What follows belongs to an exercise in optimizing a design on an open flow for small area, a short achievable clock period and few clock cycles; a production flow would make more cautious choices.
For this run, only the layout was checked, not whether the RTL still works.
Power figures rest on the tool's default switching activity, not on a simulated workload.

==> design/flow/design.v <==
module poro(
    input clk,
    input srstn,
    input poro_valid,
    input sram_rdata,
    output reg [11:0] sram_raddr,
    output reg SRAM_done,
    output reg [624:0]qr_array
  );
  localparam IDLE = 0,
             PO_RO = 1,  
             DE_MASK = 2,  
             DE_CODEWORD = 3,
             DE_TEXT = 4;
  reg [6:0]height, width;
  reg [6:0]nheight, nwidth;
  reg [11:0] nsram_raddr;
  always@*
  begin
    if(poro_valid==1 && width!=24)
      nwidth = width + 1;
    else
      nwidth = 0;
    if(width==24)
      nheight = height + 1;
    else
      nheight = height;
    nsram_raddr = 64*nheight + nwidth;
    if(nheight==25)
      SRAM_done = 1;
    else
      SRAM_done = 0;
  end
  always@(posedge clk)
    if(~srstn)
    begin
      height <= 0;
      width <= 0;
      sram_raddr <= 0;
    end
    else
    begin
      height <= nheight;
      width <= nwidth;
      sram_raddr <= nsram_raddr;
      if(poro_valid)
        qr_array[25*height + width] <= sram_rdata;
    end
endmodule
module de_mask(
    input clk,
    input srstn,
    input [624:0]qr_array,
    input de_mask_valid,
    output reg [624:0]de_array,
    output reg MASK_done
);
reg [2:0] pat_ID;
reg [624:0] mask;
reg [624:0] nde_array;
integer i,j;  
always@* begin
    pat_ID = {qr_array[25*8+2], qr_array[25*8+3], qr_array[25*8 +4]} ^ 3'b101;
    case(pat_ID)
    3'b000: 
    for(i=0; i<25; i=i+1)
        for(j=0; j<25; j=j+1)begin
            if( (i+j)%2==0 )
                mask[i*25+j] = 1;
            else
                mask[i*25+j] = 0;
        end
    3'b001: 
    for(i=0; i<25; i=i+1)
        for(j=0; j<25; j=j+1)begin
            if( i%2==0 )
                mask[i*25+j] = 1;
            else
                mask[i*25+j] = 0;
        end
    3'b010: 
    for(i=0; i<25; i=i+1)
        for(j=0; j<25; j=j+1)begin
            if( j%3==0 )
                mask[i*25+j] = 1;
            else
                mask[i*25+j] = 0;
        end
    3'b011: 
    for(i=0; i<25; i=i+1)
        for(j=0; j<25; j=j+1)begin
            if( (i+j)%3==0 )
                mask[i*25+j] = 1;
            else
                mask[i*25+j] = 0;
        end
    3'b100: 
    for(i=0; i<25; i=i+1)
        for(j=0; j<25; j=j+1)begin
            if( ((i/2)+(j/3))%2==0 )
                mask[i*25+j] = 1;
            else
                mask[i*25+j] = 0;
        end
    3'b101: 
    for(i=0; i<25; i=i+1)
        for(j=0; j<25; j=j+1)begin
            if( ((i*j)%2+(i*j)%3)==0 )
                mask[i*25+j] = 1;
            else
                mask[i*25+j] = 0;
        end
    3'b110: 
    for(i=0; i<25; i=i+1)
        for(j=0; j<25; j=j+1)begin
            if( ((i*j)%2+(i*j)%3)%2==0  )
                mask[i*25+j] = 1;
            else
                mask[i*25+j] = 0;
        end
    default: 
    for(i=0; i<25; i=i+1)
        for(j=0; j<25; j=j+1)begin
            if( ((i*j)%3+(i+j)%2)%2==0 )
                mask[i*25+j] = 1;
            else
                mask[i*25+j] = 0;
        end
    endcase  
    if(de_mask_valid)begin
        nde_array = qr_array ^ mask;
        MASK_done = 1;
    end
    else begin
        nde_array = 625'b0;
        MASK_done = 0;
    end    
end
always@(posedge clk)
    if(MASK_done)
        de_array <= nde_array;
endmodule
module de_codeword(
    input clk,
    input srstn,
    input [624:0]de_array,
    input de_codeword_valid,
    output reg CODE_done,
    output [351:0] codeword
);
always@(posedge clk)
    if(~srstn)
        CODE_done <= 0;
    else if(de_codeword_valid)
        CODE_done <= 1;
assign codeword[0] = de_array[21*25+23];
assign codeword[1] = de_array[21*25+24];
assign codeword[2] = de_array[22*25+23];
assign codeword[3] = de_array[22*25+24];
assign codeword[4] = de_array[23*25+23];
assign codeword[5] = de_array[23*25+24];
assign codeword[6] = de_array[24*25+23];
assign codeword[7] = de_array[24*25+24];
assign codeword[8] = de_array[17*25+23];
assign codeword[9] = de_array[17*25+24];
assign codeword[10] = de_array[18*25+23];
assign codeword[11] = de_array[18*25+24];
assign codeword[12] = de_array[19*25+23];
assign codeword[13] = de_array[19*25+24];
assign codeword[14] = de_array[20*25+23];
assign codeword[15] = de_array[20*25+24];
assign codeword[16] = de_array[13*25+23];
assign codeword[17] = de_array[13*25+24];
assign codeword[18] = de_array[14*25+23];
assign codeword[19] = de_array[14*25+24];
assign codeword[20] = de_array[15*25+23];
assign codeword[21] = de_array[15*25+24];
assign codeword[22] = de_array[16*25+23];
assign codeword[23] = de_array[16*25+24];
assign codeword[24] = de_array[9*25+23];
assign codeword[25] = de_array[9*25+24];
assign codeword[26] = de_array[10*25+23];
assign codeword[27] = de_array[10*25+24];
assign codeword[28] = de_array[11*25+23];
assign codeword[29] = de_array[11*25+24];
assign codeword[30] = de_array[12*25+23];
assign codeword[31] = de_array[12*25+24];
assign codeword[32] = de_array[12*25+21];
assign codeword[33] = de_array[12*25+22];
assign codeword[34] = de_array[11*25+21];
assign codeword[35] = de_array[11*25+22];
assign codeword[36] = de_array[10*25+21];
assign codeword[37] = de_array[10*25+22];
assign codeword[38] = de_array[9*25+21];
assign codeword[39] = de_array[9*25+22];
assign codeword[40] = de_array[16*25+21];
assign codeword[41] = de_array[16*25+22];
assign codeword[42] = de_array[15*25+21];
assign codeword[43] = de_array[15*25+22];
assign codeword[44] = de_array[14*25+21];
assign codeword[45] = de_array[14*25+22];
assign codeword[46] = de_array[13*25+21];
assign codeword[47] = de_array[13*25+22];
assign codeword[48] = de_array[20*25+21];
assign codeword[49] = de_array[20*25+22];
assign codeword[50] = de_array[19*25+21];
assign codeword[51] = de_array[19*25+22];
assign codeword[52] = de_array[18*25+21];
assign codeword[53] = de_array[18*25+22];
assign codeword[54] = de_array[17*25+21];
assign codeword[55] = de_array[17*25+22];
assign codeword[56] = de_array[24*25+21];
assign codeword[57] = de_array[24*25+22];
assign codeword[58] = de_array[23*25+21];
assign codeword[59] = de_array[23*25+22];
assign codeword[60] = de_array[22*25+21];
assign codeword[61] = de_array[22*25+22];
assign codeword[62] = de_array[21*25+21];
assign codeword[63] = de_array[21*25+22];
assign codeword[64] = de_array[21*25+19];
assign codeword[65] = de_array[21*25+20];
assign codeword[66] = de_array[22*25+19];
assign codeword[67] = de_array[22*25+20];
assign codeword[68] = de_array[23*25+19];
assign codeword[69] = de_array[23*25+20];
assign codeword[70] = de_array[24*25+19];
assign codeword[71] = de_array[24*25+20];
assign codeword[72] = de_array[12*25+19];
assign codeword[73] = de_array[12*25+20];
assign codeword[74] = de_array[13*25+19];
assign codeword[75] = de_array[13*25+20];
assign codeword[76] = de_array[14*25+19];
assign codeword[77] = de_array[14*25+20];
assign codeword[78] = de_array[15*25+19];
assign codeword[79] = de_array[15*25+20];
assign codeword[80] = de_array[9*25+17];
assign codeword[81] = de_array[9*25+18];
assign codeword[82] = de_array[9*25+19];
assign codeword[83] = de_array[9*25+20];
assign codeword[84] = de_array[10*25+19];
assign codeword[85] = de_array[10*25+20];
assign codeword[86] = de_array[11*25+19];
assign codeword[87] = de_array[11*25+20];
assign codeword[88] = de_array[13*25+17];
assign codeword[89] = de_array[13*25+18];
assign codeword[90] = de_array[12*25+17];
assign codeword[91] = de_array[12*25+18];
assign codeword[92] = de_array[11*25+17];
assign codeword[93] = de_array[11*25+18];
assign codeword[94] = de_array[10*25+17];
assign codeword[95] = de_array[10*25+18];
assign codeword[96] = de_array[22*25+17];
assign codeword[97] = de_array[22*25+18];
assign codeword[98] = de_array[21*25+17];
assign codeword[99] = de_array[21*25+18];
assign codeword[100] = de_array[15*25+17];
assign codeword[101] = de_array[15*25+18];
assign codeword[102] = de_array[14*25+17];
assign codeword[103] = de_array[14*25+18];
assign codeword[104] = de_array[23*25+15];
assign codeword[105] = de_array[23*25+16];
assign codeword[106] = de_array[24*25+15];
assign codeword[107] = de_array[24*25+16];
assign codeword[108] = de_array[24*25+17];
assign codeword[109] = de_array[24*25+18];
assign codeword[110] = de_array[23*25+17];
assign codeword[111] = de_array[23*25+18];
assign codeword[112] = de_array[17*25+15];
assign codeword[113] = de_array[18*25+15];
assign codeword[114] = de_array[19*25+15];
assign codeword[115] = de_array[20*25+15];
assign codeword[116] = de_array[21*25+15];
assign codeword[117] = de_array[21*25+16];
assign codeword[118] = de_array[22*25+15];
assign codeword[119] = de_array[22*25+16];
assign codeword[120] = de_array[12*25+16];
assign codeword[121] = de_array[13*25+15];
assign codeword[122] = de_array[13*25+16];
assign codeword[123] = de_array[14*25+15];
assign codeword[124] = de_array[14*25+16];
assign codeword[125] = de_array[15*25+15];
assign codeword[126] = de_array[15*25+16];
assign codeword[127] = de_array[16*25+15];
assign codeword[128] = de_array[8*25+16];
assign codeword[129] = de_array[9*25+15];
assign codeword[130] = de_array[9*25+16];
assign codeword[131] = de_array[10*25+15];
assign codeword[132] = de_array[10*25+16];
assign codeword[133] = de_array[11*25+15];
assign codeword[134] = de_array[11*25+16];
assign codeword[135] = de_array[12*25+15];
assign codeword[136] = de_array[3*25+16];
assign codeword[137] = de_array[4*25+15];
assign codeword[138] = de_array[4*25+16];
assign codeword[139] = de_array[5*25+15];
assign codeword[140] = de_array[5*25+16];
assign codeword[141] = de_array[7*25+15];
assign codeword[142] = de_array[7*25+16];
assign codeword[143] = de_array[8*25+15];
assign codeword[144] = de_array[0*25+14];
assign codeword[145] = de_array[0*25+15];
assign codeword[146] = de_array[0*25+16];
assign codeword[147] = de_array[1*25+15];
assign codeword[148] = de_array[1*25+16];
assign codeword[149] = de_array[2*25+15];
assign codeword[150] = de_array[2*25+16];
assign codeword[151] = de_array[3*25+15];
assign codeword[152] = de_array[4*25+14];
assign codeword[153] = de_array[3*25+13];
assign codeword[154] = de_array[3*25+14];
assign codeword[155] = de_array[2*25+13];
assign codeword[156] = de_array[2*25+14];
assign codeword[157] = de_array[1*25+13];
assign codeword[158] = de_array[1*25+14];
assign codeword[159] = de_array[0*25+13];
assign codeword[160] = de_array[9*25+14];
assign codeword[161] = de_array[8*25+13];
assign codeword[162] = de_array[8*25+14];
assign codeword[163] = de_array[7*25+13];
assign codeword[164] = de_array[7*25+14];
assign codeword[165] = de_array[5*25+13];
assign codeword[166] = de_array[5*25+14];
assign codeword[167] = de_array[4*25+13];
assign codeword[168] = de_array[13*25+14];
assign codeword[169] = de_array[12*25+13];
assign codeword[170] = de_array[12*25+14];
assign codeword[171] = de_array[11*25+13];
assign codeword[172] = de_array[11*25+14];
assign codeword[173] = de_array[10*25+13];
assign codeword[174] = de_array[10*25+14];
assign codeword[175] = de_array[9*25+13];
assign codeword[176] = de_array[17*25+14];
assign codeword[177] = de_array[16*25+13];
assign codeword[178] = de_array[16*25+14];
assign codeword[179] = de_array[15*25+13];
assign codeword[180] = de_array[15*25+14];
assign codeword[181] = de_array[14*25+13];
assign codeword[182] = de_array[14*25+14];
assign codeword[183] = de_array[13*25+13];
assign codeword[184] = de_array[21*25+14];
assign codeword[185] = de_array[20*25+13];
assign codeword[186] = de_array[20*25+14];
assign codeword[187] = de_array[19*25+13];
assign codeword[188] = de_array[19*25+14];
assign codeword[189] = de_array[18*25+13];
assign codeword[190] = de_array[18*25+14];
assign codeword[191] = de_array[17*25+13];
assign codeword[192] = de_array[24*25+12];
assign codeword[193] = de_array[24*25+13];
assign codeword[194] = de_array[24*25+14];
assign codeword[195] = de_array[23*25+13];
assign codeword[196] = de_array[23*25+14];
assign codeword[197] = de_array[22*25+13];
assign codeword[198] = de_array[22*25+14];
assign codeword[199] = de_array[21*25+13];
assign codeword[200] = de_array[20*25+12];
assign codeword[201] = de_array[21*25+11];
assign codeword[202] = de_array[21*25+12];
assign codeword[203] = de_array[22*25+11];
assign codeword[204] = de_array[22*25+12];
assign codeword[205] = de_array[23*25+11];
assign codeword[206] = de_array[23*25+12];
assign codeword[207] = de_array[24*25+11];
assign codeword[208] = de_array[16*25+12];
assign codeword[209] = de_array[17*25+11];
assign codeword[210] = de_array[17*25+12];
assign codeword[211] = de_array[18*25+11];
assign codeword[212] = de_array[18*25+12];
assign codeword[213] = de_array[19*25+11];
assign codeword[214] = de_array[19*25+12];
assign codeword[215] = de_array[20*25+11];
assign codeword[216] = de_array[12*25+12];
assign codeword[217] = de_array[13*25+11];
assign codeword[218] = de_array[13*25+12];
assign codeword[219] = de_array[14*25+11];
assign codeword[220] = de_array[14*25+12];
assign codeword[221] = de_array[15*25+11];
assign codeword[222] = de_array[15*25+12];
assign codeword[223] = de_array[16*25+11];
assign codeword[224] = de_array[8*25+12];
assign codeword[225] = de_array[9*25+11];
assign codeword[226] = de_array[9*25+12];
assign codeword[227] = de_array[10*25+11];
assign codeword[228] = de_array[10*25+12];
assign codeword[229] = de_array[11*25+11];
assign codeword[230] = de_array[11*25+12];
assign codeword[231] = de_array[12*25+11];
assign codeword[232] = de_array[3*25+12];
assign codeword[233] = de_array[4*25+11];
assign codeword[234] = de_array[4*25+12];
assign codeword[235] = de_array[5*25+11];
assign codeword[236] = de_array[5*25+12];
assign codeword[237] = de_array[7*25+11];
assign codeword[238] = de_array[7*25+12];
assign codeword[239] = de_array[8*25+11];
assign codeword[240] = de_array[0*25+10];
assign codeword[241] = de_array[0*25+11];
assign codeword[242] = de_array[0*25+12];
assign codeword[243] = de_array[1*25+11];
assign codeword[244] = de_array[1*25+12];
assign codeword[245] = de_array[2*25+11];
assign codeword[246] = de_array[2*25+12];
assign codeword[247] = de_array[3*25+11];
assign codeword[248] = de_array[4*25+10];
assign codeword[249] = de_array[3*25+9];
assign codeword[250] = de_array[3*25+10];
assign codeword[251] = de_array[2*25+9];
assign codeword[252] = de_array[2*25+10];
assign codeword[253] = de_array[1*25+9];
assign codeword[254] = de_array[1*25+10];
assign codeword[255] = de_array[0*25+9];
assign codeword[256] = de_array[9*25+10];
assign codeword[257] = de_array[8*25+9];
assign codeword[258] = de_array[8*25+10];
assign codeword[259] = de_array[7*25+9];
assign codeword[260] = de_array[7*25+10];
assign codeword[261] = de_array[5*25+9];
assign codeword[262] = de_array[5*25+10];
assign codeword[263] = de_array[4*25+9];
assign codeword[264] = de_array[13*25+10];
assign codeword[265] = de_array[12*25+9];
assign codeword[266] = de_array[12*25+10];
assign codeword[267] = de_array[11*25+9];
assign codeword[268] = de_array[11*25+10];
assign codeword[269] = de_array[10*25+9];
assign codeword[270] = de_array[10*25+10];
assign codeword[271] = de_array[9*25+9];
assign codeword[272] = de_array[17*25+10];
assign codeword[273] = de_array[16*25+9];
assign codeword[274] = de_array[16*25+10];
assign codeword[275] = de_array[15*25+9];
assign codeword[276] = de_array[15*25+10];
assign codeword[277] = de_array[14*25+9];
assign codeword[278] = de_array[14*25+10];
assign codeword[279] = de_array[13*25+9];
assign codeword[280] = de_array[21*25+10];
assign codeword[281] = de_array[20*25+9];
assign codeword[282] = de_array[20*25+10];
assign codeword[283] = de_array[19*25+9];
assign codeword[284] = de_array[19*25+10];
assign codeword[285] = de_array[18*25+9];
assign codeword[286] = de_array[18*25+10];
assign codeword[287] = de_array[17*25+9];
assign codeword[288] = de_array[16*25+8];
assign codeword[289] = de_array[24*25+9];
assign codeword[290] = de_array[24*25+10];
assign codeword[291] = de_array[23*25+9];
assign codeword[292] = de_array[23*25+10];
assign codeword[293] = de_array[22*25+9];
assign codeword[294] = de_array[22*25+10];
assign codeword[295] = de_array[21*25+9];
assign codeword[296] = de_array[12*25+8];
assign codeword[297] = de_array[13*25+7];
assign codeword[298] = de_array[13*25+8];
assign codeword[299] = de_array[14*25+7];
assign codeword[300] = de_array[14*25+8];
assign codeword[301] = de_array[15*25+7];
assign codeword[302] = de_array[15*25+8];
assign codeword[303] = de_array[16*25+7];
assign codeword[304] = de_array[9*25+5];
assign codeword[305] = de_array[9*25+7];
assign codeword[306] = de_array[9*25+8];
assign codeword[307] = de_array[10*25+7];
assign codeword[308] = de_array[10*25+8];
assign codeword[309] = de_array[11*25+7];
assign codeword[310] = de_array[11*25+8];
assign codeword[311] = de_array[12*25+7];
assign codeword[312] = de_array[13*25+5];
assign codeword[313] = de_array[12*25+4];
assign codeword[314] = de_array[12*25+5];
assign codeword[315] = de_array[11*25+4];
assign codeword[316] = de_array[11*25+5];
assign codeword[317] = de_array[10*25+4];
assign codeword[318] = de_array[10*25+5];
assign codeword[319] = de_array[9*25+4];
assign codeword[320] = de_array[16*25+3];
assign codeword[321] = de_array[16*25+4];
assign codeword[322] = de_array[16*25+5];
assign codeword[323] = de_array[15*25+4];
assign codeword[324] = de_array[15*25+5];
assign codeword[325] = de_array[14*25+4];
assign codeword[326] = de_array[14*25+5];
assign codeword[327] = de_array[13*25+4];
assign codeword[328] = de_array[12*25+3];
assign codeword[329] = de_array[13*25+2];
assign codeword[330] = de_array[13*25+3];
assign codeword[331] = de_array[14*25+2];
assign codeword[332] = de_array[14*25+3];
assign codeword[333] = de_array[15*25+2];
assign codeword[334] = de_array[15*25+3];
assign codeword[335] = de_array[16*25+2];
assign codeword[336] = de_array[9*25+1];
assign codeword[337] = de_array[9*25+2];
assign codeword[338] = de_array[9*25+3];
assign codeword[339] = de_array[10*25+2];
assign codeword[340] = de_array[10*25+3];
assign codeword[341] = de_array[11*25+2];
assign codeword[342] = de_array[11*25+3];
assign codeword[343] = de_array[12*25+2];
assign codeword[344] = de_array[13*25+1];
assign codeword[345] = de_array[12*25+0];
assign codeword[346] = de_array[12*25+1];
assign codeword[347] = de_array[11*25+0];
assign codeword[348] = de_array[11*25+1];
assign codeword[349] = de_array[10*25+0];
assign codeword[350] = de_array[10*25+1];
assign codeword[351] = de_array[9*25+0];
endmodule
module de_text(
    input clk,
    input srstn,
    input [351:0]codeword,
    input de_text_valid,
    output reg decode_valid,                  
    output reg [7:0] decode_jis8_code,        
    output reg qr_decode_finish 
);
reg [7:0] text_len;
reg [7:0] cnt, ncnt;
reg [7:0] ndecode_jis8_code;
reg ndecode_valid;
always@*begin
    if(de_text_valid) begin
        text_len = {codeword[3], codeword[2], codeword[1], codeword[0], codeword[15], codeword[14], codeword[13], codeword[12]};
        ndecode_valid = 1;
    end
    else begin
        text_len = 8'b0; 
        ndecode_valid = 0;
    end
end
always@* begin
    if(de_text_valid)
        ncnt = cnt + 1;
    else
        ncnt = cnt;
    if(de_text_valid && cnt==text_len)
        qr_decode_finish = 1;
    else
        qr_decode_finish = 0;
end
always@* begin
    ndecode_jis8_code = {codeword[11+cnt*8], codeword[10+cnt*8], codeword[9+cnt*8], codeword[8+cnt*8], codeword[23+cnt*8], codeword[22+cnt*8], codeword[21+cnt*8], codeword[20+cnt*8]};
end
always@(posedge clk)begin
    if(~srstn) begin
        cnt <= 0;
        decode_valid <= 0;
    end
    else begin
        cnt <= ncnt;
        decode_valid <= ndecode_valid;
        decode_jis8_code <= ndecode_jis8_code;
    end
end
endmodule
module qr_decode(
    input clk,                            
    input srstn,                          
    input qr_decode_start,                
    input sram_rdata,                     
    output [11:0] sram_raddr,         
    output decode_valid,                  
    output [7:0] decode_jis8_code,        
    output qr_decode_finish               
  );
  localparam IDLE = 0,
             PO_RO = 1,  
             DE_MASK = 2,  
             DE_CODEWORD = 3,
             ECC = 4,
						 DE_TEXT = 5;
  integer i;
  reg [2:0] state, nstate;
  wire SRAM_done;  
  wire MASK_done;
  wire CODE_done;
	wire ECC_done;
  wire [624:0]qr_array;
  wire [624:0]de_array;
  reg poro_valid;
  reg de_mask_valid;
  reg de_codeword_valid;
  reg de_text_valid;
	reg ecc_valid;
  wire [351:0] codeword;
	wire [351:0] correct_codeword;
  always@*
  begin
    nstate = IDLE;
    poro_valid = 0;
    de_mask_valid = 0;
    de_codeword_valid = 0;
    de_text_valid = 0;
		ecc_valid = 0;
    case(state)
      IDLE:
      begin
        poro_valid = 0;
        de_mask_valid = 0;
        de_codeword_valid = 0;
        de_text_valid = 0;
				ecc_valid = 0;
        if(qr_decode_start)
        begin
          nstate = PO_RO;
        end
        else
        begin
          nstate = IDLE;
        end
      end
      PO_RO:
      begin
        poro_valid = 1;
        de_mask_valid = 0;
        de_codeword_valid = 0;
        de_text_valid = 0;
				ecc_valid = 0;
        if(SRAM_done)
        begin
          nstate = DE_MASK;
        end
        else
        begin
          nstate = PO_RO;
        end
      end
      DE_MASK:
      begin
        poro_valid = 0;
        de_mask_valid = 1;
        de_codeword_valid = 0;
        de_text_valid = 0;
				ecc_valid = 0;
        if(MASK_done)
        begin
          nstate = DE_CODEWORD;
        end
        else
        begin
          nstate = DE_MASK;
        end
      end
      DE_CODEWORD:
      begin
        poro_valid = 0;
        de_mask_valid = 0;
        de_codeword_valid = 1;
        de_text_valid = 0;
				ecc_valid = 0;
        if(CODE_done)
        begin
          nstate = ECC;
        end
        else
          nstate = DE_CODEWORD;
      end
      ECC:
      begin
        poro_valid = 0;
        de_mask_valid = 0;
        de_codeword_valid = 0;
        de_text_valid = 0;
				ecc_valid = 1;
        if(ECC_done)
        begin
          nstate = DE_TEXT;
        end
        else
        begin
          nstate = ECC;
        end
      end
      DE_TEXT:
      begin
        poro_valid = 0;
        de_mask_valid = 0;
        de_codeword_valid = 0;
        de_text_valid = 1;
				ecc_valid = 0;
        if(qr_decode_finish)
        begin
          nstate = IDLE;
        end
        else
        begin
          nstate = DE_TEXT;
        end
      end
    endcase
  end
  always@(posedge clk)
    if(~srstn)
      state <= IDLE;
    else
      state <= nstate;
  poro 
		poro(
       .clk(clk),
       .srstn(srstn),
       .poro_valid(poro_valid),
       .sram_rdata(sram_rdata),
       .sram_raddr(sram_raddr),
       .SRAM_done(SRAM_done),
       .qr_array(qr_array)
     );
  de_mask
    de_mask(
      .clk(clk),
      .srstn(srstn),
      .qr_array(qr_array),
      .de_mask_valid(de_mask_valid),
      .de_array(de_array),
      .MASK_done(MASK_done)
    );
  de_codeword
    de_codeword(
      .clk(clk),
      .srstn(srstn),
      .de_array(de_array),
      .de_codeword_valid(de_codeword_valid),
      .CODE_done(CODE_done),
      .codeword(codeword)
    );
  de_text
    de_text(
      .clk(clk),
      .srstn(srstn),
      .codeword(correct_codeword),
      .de_text_valid(de_text_valid),
      .decode_valid(decode_valid),                  
      .decode_jis8_code(decode_jis8_code),        
      .qr_decode_finish(qr_decode_finish)
    );
  assign correct_codeword = codeword;
  assign ECC_done = 1'b1;
endmodule
==> design/flow/run.sh <==
#!/bin/bash
# synth_recipe.tcl (not shown) runs the flow's synth.tcl, then flattens the netlist and writes it again
# the make line also repeats each setting of config.mk as NAME=value (left out here)
make -C /OpenROAD-flow-scripts/flow DESIGN_CONFIG=/design/flow/config.mk WORK_HOME=/design/flow/orfs CLKGATE_MAP_FILE= SYNTH_SCRIPT=/design/flow/synth_recipe.tcl finish
==> design/flow/config.mk <==
export PLATFORM = sky130hd
export DESIGN_NAME = qr_decode
export DESIGN_NICKNAME = qr_decode
export VERILOG_FILES = /design/flow/design.v
export SDC_FILE = /design/flow/constraint.sdc
export NUM_CORES = 4
export LEC_CHECK = 0
export CAP_MARGIN = 20
export CORE_MARGIN = 2
export CORE_UTILIZATION = 40
export SLEW_MARGIN = 20
==> design/flow/constraint.sdc <==
create_clock -name core_clock -period 9.0 [get_ports {clk}]
set_input_delay 1.8000 -clock core_clock [delete_from_list [all_inputs] [get_ports {clk}]]
set_output_delay 1.8000 -clock core_clock [all_outputs]
set_load 0.01 [all_outputs]
==> results.txt <==
Timing:
- The worst slew margin relative to its limit is about 14%.
- Setup violations remaining at the end of the flow were counted as 0.
- Hold timing on the final database bottoms out at a slack of 522.5 ps.
- Setup repair after global routing left no endpoint under its margin.
- Static timing analysis puts the maximum clock frequency at roughly 140 MHz.
- The number of failing hold endpoints at the final stage is 0.
- The final number of max-transition violations is 0.
- The ratio of final minimum period to clock period is between 70 and 80%.
- The final critical path time including I/O delays and setup is approximately 7000 ps.
- The smallest setup slack after layout is approximately 1900 ps.
- The total negative setup slack is 0 ps.
- The clock skew after layout is between 50 and 60 ps.
- For the pin with the worst max-slew slack, the measured transition is about 1300 ps.

Synth:
- The cell count after synthesis is 3,098.
- After synthesis, the share of flip-flops with an asynchronous set or reset is 0%.
- In this run the mean area of a mapped cell was about 13 um^2.
- For this run, the register share of the synthesized area comes to 55.34%.
- The synthesized design contains approximately 710 enable-type register cells.
- Among all cell types in the netlist, the one instantiated most often is sky130_fd_sc_hd__edfxtp_1.
- For this run, the leading register cell type out of synthesis is sky130_fd_sc_hd__edfxtp_1.
- The netlist uses between 80 and 90 different library cells.
- Synthesis inferred 740 register bits.
- The most area-hungry cell type in the Yosys netlist is sky130_fd_sc_hd__edfxtp_1.
- In the post-synthesis netlist, the biggest area contributors are sky130_fd_sc_hd__edfxtp_1, sky130_fd_sc_hd__mux2_2, sky130_fd_sc_hd__mux4_2, sky130_fd_sc_hd__xnor2_1, sky130_fd_sc_hd__nor2_1.
- After synthesis, the most frequently instantiated cells are sky130_fd_sc_hd__edfxtp_1, sky130_fd_sc_hd__nor2_1, sky130_fd_sc_hd__xnor2_1.
- The post-synthesis instance area is 0.03956 mm^2.
- The share of synthesized area in the top cell type comes to ~54%.
- The warning count from the yosys run is 5.
- When the netlist entered floorplanning its net count stood at ~3,100.

Final layout:
- In the final layout, the share of cells above drive strength 1 is 19.84%.
- The finished layout cell area is between 0.04 and 0.05 mm^2.
- The core utilization of the finished layout is between 40% and 50%.
- After the last flow step, the layout net total stands at just over 3,000.
- The area growth from synthesis to layout is 11.07%.

Placed design:
- The congestion estimate from routability-driven global placement came to a little over 0.9.
- The wire-length estimate of the detail-placed layout is 79,980 um.
- The number of buffer cells added on primary ports is 25.
- The placement-stage cell area is approximately 0.041 mm^2.
- Before CTS, the worst setup slack after placement is 2085 ps.

Global route:
- The via count of the first global-routing pass was around 26,000.
- For this run the aggregate overflow at the end of global routing stands at 0.
- The initial antenna violation count is 4.
- Global routing used approximately 25% of the available tracks.
- The maximum number of pins on one net before global-route repair is roughly 180.
- The first-pass GRT wire length is 188,600 um.

Clock tree:
- The post-CTS clock slew at the launch and capture registers of the worst setup and hold paths is ~70 ps.
- Counting along the longest clock path gives a buffer depth of 3.
- The count of hold buffers inserted by post-cts repair is 0.
- TritonCTS built the clock tree.
- The clock root buffer is sky130_fd_sc_hd__clkbuf_16.
- The TritonCTS buffer count is approximately 80.
- The clock sink total is 740.
- The clock network latency to the later pin of the worst-skew pair is approximately 670 ps.
- The count of H-tree levels built during CTS is 3.
- The post-cts repair resize count is 0.
- The setup fix buffers added after clock tree synthesis is 0.

Routing:
- The detail route stage leaves a number of antenna-violating nets equal to 0.
- The number of vias after detailed routing is between 20,000 and 30,000.
- The mean routed wirelength per cell is 29.89 um.
- The final routed DRC violation total is 0.
- The iteration count of the initial detailed-routing pass is 6.
- In the routed layout, each cell is associated on average with a via count of 6.121.
- For this block, the initial DRC count from the detailed router was between 3,000 and 4,000.
- For this block, the routed nets add up to roughly 130,000 um of wire.

Worst setup path:
- The maximum fanout encountered on the critical timing path is 19.
- Traced cell by cell, the critical path runs through ha_1 > ha_1 > fa_1 > ha_1 > xnor2_1 > ha_1 > o21ai_0 > a32o_1 > nor2_2 > nand3_2 > or4_1 > o2111a_1 > ha_1 > nand2b_1 > nor2_1 > nand2_1 > nor3_1 > nand3_1 > mux2_1.
- For the worst setup path, the data arrival time is 7530 ps.
- In this design, the largest share of critical-path delay is due to simple AND/OR/NAND/NOR gates.
- Together, buffers and inverters on the worst path number 0.
- The most numerous cell on the critical path is sky130_fd_sc_hd__ha_1.
- The launching element type of the critical path is a register.
- STA classifies the critical path endpoint as a register.
- For this run, the slowest stage of the critical path takes between 1000 and 1500 ps.
- The kind of critical path is register to register.
- The cell with the largest stage delay on the worst path is sky130_fd_sc_hd__nor3_1.
- Data on the critical path is required at its endpoint by around 9400 ps.

Floorplan:
- The vertical die dimension is between 300 and 400 um.
- The die covers around 0.1 mm^2.
- The starting utilization of the core area is ~40%.
- The die is about 320 um wide.
- The floorplan core area is a little under 0.1 mm^2.
- The floorplan has 115 rows.
- The I/O pin count is 26.

Pwr:
- For this design the ratio of total power to cell area is ~170 mW/mm^2.
- The maximum vdd drop is 0.1594 mV.
- The analysis attributes to cell leakage a power of 13.22 nW.

Status:
- The flow ran to the end and the layout has no timing, DRC or antenna violations.

Hold path:
- The worst hold path class is register to register.

Job:
- Across the run, the number of max-cap violations was 0.
## layer usage
metal	GRT usage [%]	wire [um]	vias to the layer above
li1	-	-	11420
met1	34.96	52410	13700
met2	38.94	59250	1497
met3	5.501	13970	241
met4	10.74	5529	4
met5	0	22	-
## where the power goes
group	internal, W	total (W)	switching (W)
Sequential	0.00381	0.00385	0.0000423
Combinational	0.000132	0.000450	0.000318
Clock	0.00187	0.00335	0.00148
Total	0.00581	0.00765	0.00184
## final cells by class
class,instances,area [um^2]
Tap cell,1287,1610
Antenna cell,2,5.005
Fill cell,8912,54340
Timing Repair Buffer,111,988.4
Multi-Input combinational cell,2069,16680
Clock inverter,47,420.4
Inverter,29,116.4
Clock buffer,104,2216
Sequential cell,740,21900
## tightest hold or removal path, stage by stage, from the launching register on
cell and delay (ps):
sky130_fd_sc_hd__dfxtp_1 340, sky130_fd_sc_hd__nand3_1 70, sky130_fd_sc_hd__a21boi_0 70
## layout by cell type (no fill, tap or decap), drive strengths merged, types with 24 or more instances in the layout
cell type | Yosys | layout
nor4 | 26 | 26
mux2 | 350 | 350
nor2 | 457 | 457
nor3 | 57 | 57
xnor2 | 247 | 247
nand2 | 64 | 64
nand4 | 240 | 240
xor2 | 140 | 140
nand3 | 80 | 80
clkdlybuf4s50 | 0 | 24
inv | 27 | 30
dfxtp | 33 | 33
edfxtp | 707 | 707
buf | 112 | 87
a21oi | 48 | 48
mux4 | 96 | 96
clkinv | 2 | 38
and2 | 25 | 25
ha | 42 | 42
clkbuf | 148 | 104
## cells by family after synthesis
| logic type | share of synthesized area, % |
|---|---|
| DFF | 55.34 |
| buffers and inverters | 3.100 |
| adders and majority gates | 1.480 |
| muxes | 15.53 |
| AOI/OAI and AO/OA | 2.850 |
| and+or+nand+nor | 13.02 |
| xor gates and xnor gates | 8.682 |
## flip-flops by register name (all words and copies together), names as in the netlist
| name | count |
|---|---|
| de_codeword.CODE_done | 1 |
| de_mask.de_array | 348 |
| de_text.cnt | 8 |
| de_text.decode_jis8_code | 8 |
| de_text.decode_valid | 1 |
| poro.height | 7 |
| poro.qr_array | 351 |
| poro.sram_raddr | 12 |
| poro.width | 1 |
| state | 3 |
## metrics by stage
| step | cells | power, W |
|---|---|---|
| 5_1_grt | 4387 | 0.007842 |
| 3_3_place_gp | 4236 | 0.004353 |
| 3_5_place_dp | 4236 | 0.004357 |
| 6_report | 4389 | 0.007652 |
| 4_1_cts | 4387 | 0.007675 |
| 2_1_floorplan | 3098 | 0.004179 |
## worst paths after layout
| path | start | endpoint | slack [ps] | cells after the start |
|---|---|---|---|---|
| setup / recovery | poro.height[2]$_SDFF_PN0_ | poro.qr_array[246]$_DFFE_PP_ | 1890 | 19 |
| hold / removal | de_codeword.CODE_done$_SDFFE_PN0N_ | state[2]$_SDFF_PN0_ | 520 | 2 |
| setup reg to reg | poro.height[2]$_SDFF_PN0_ | poro.qr_array[246]$_DFFE_PP_ | 1890 | 19 |
| hold reg to reg | de_codeword.CODE_done$_SDFFE_PN0N_ | state[2]$_SDFF_PN0_ | 520 | 2 |

## afterwards: timing with drivers on the ports
The results above use ideal ports. As a check the final layout listed here was re-extracted and re-timed, cells and wires unchanged. Step 1: set_driving_cell puts a clkbuf_16 on clk and a buf_2 on each other input, an assumption about the parent block. Step 2 adds t to the input delays and takes it off the output delays; t is the mean of the earliest and latest rising clock arrival at the registers after step 1. Input paths then give back, and output paths get back, about the clock's delay inside the block. Slacks: ideal / step 1 / step 2; pairs: ideal / step 1.
t, ns: 0.717
setup slack, ns: 1.894 / 1.894 / 1.894
worst data-port slew with drivers (ns): 0.05
cell pins on the clock port's net: 1
After both steps setup and hold are still met in this run. For this run, drivers alone change the setup slack by 0.000 ns; drivers and shift together by 0.000 ns.
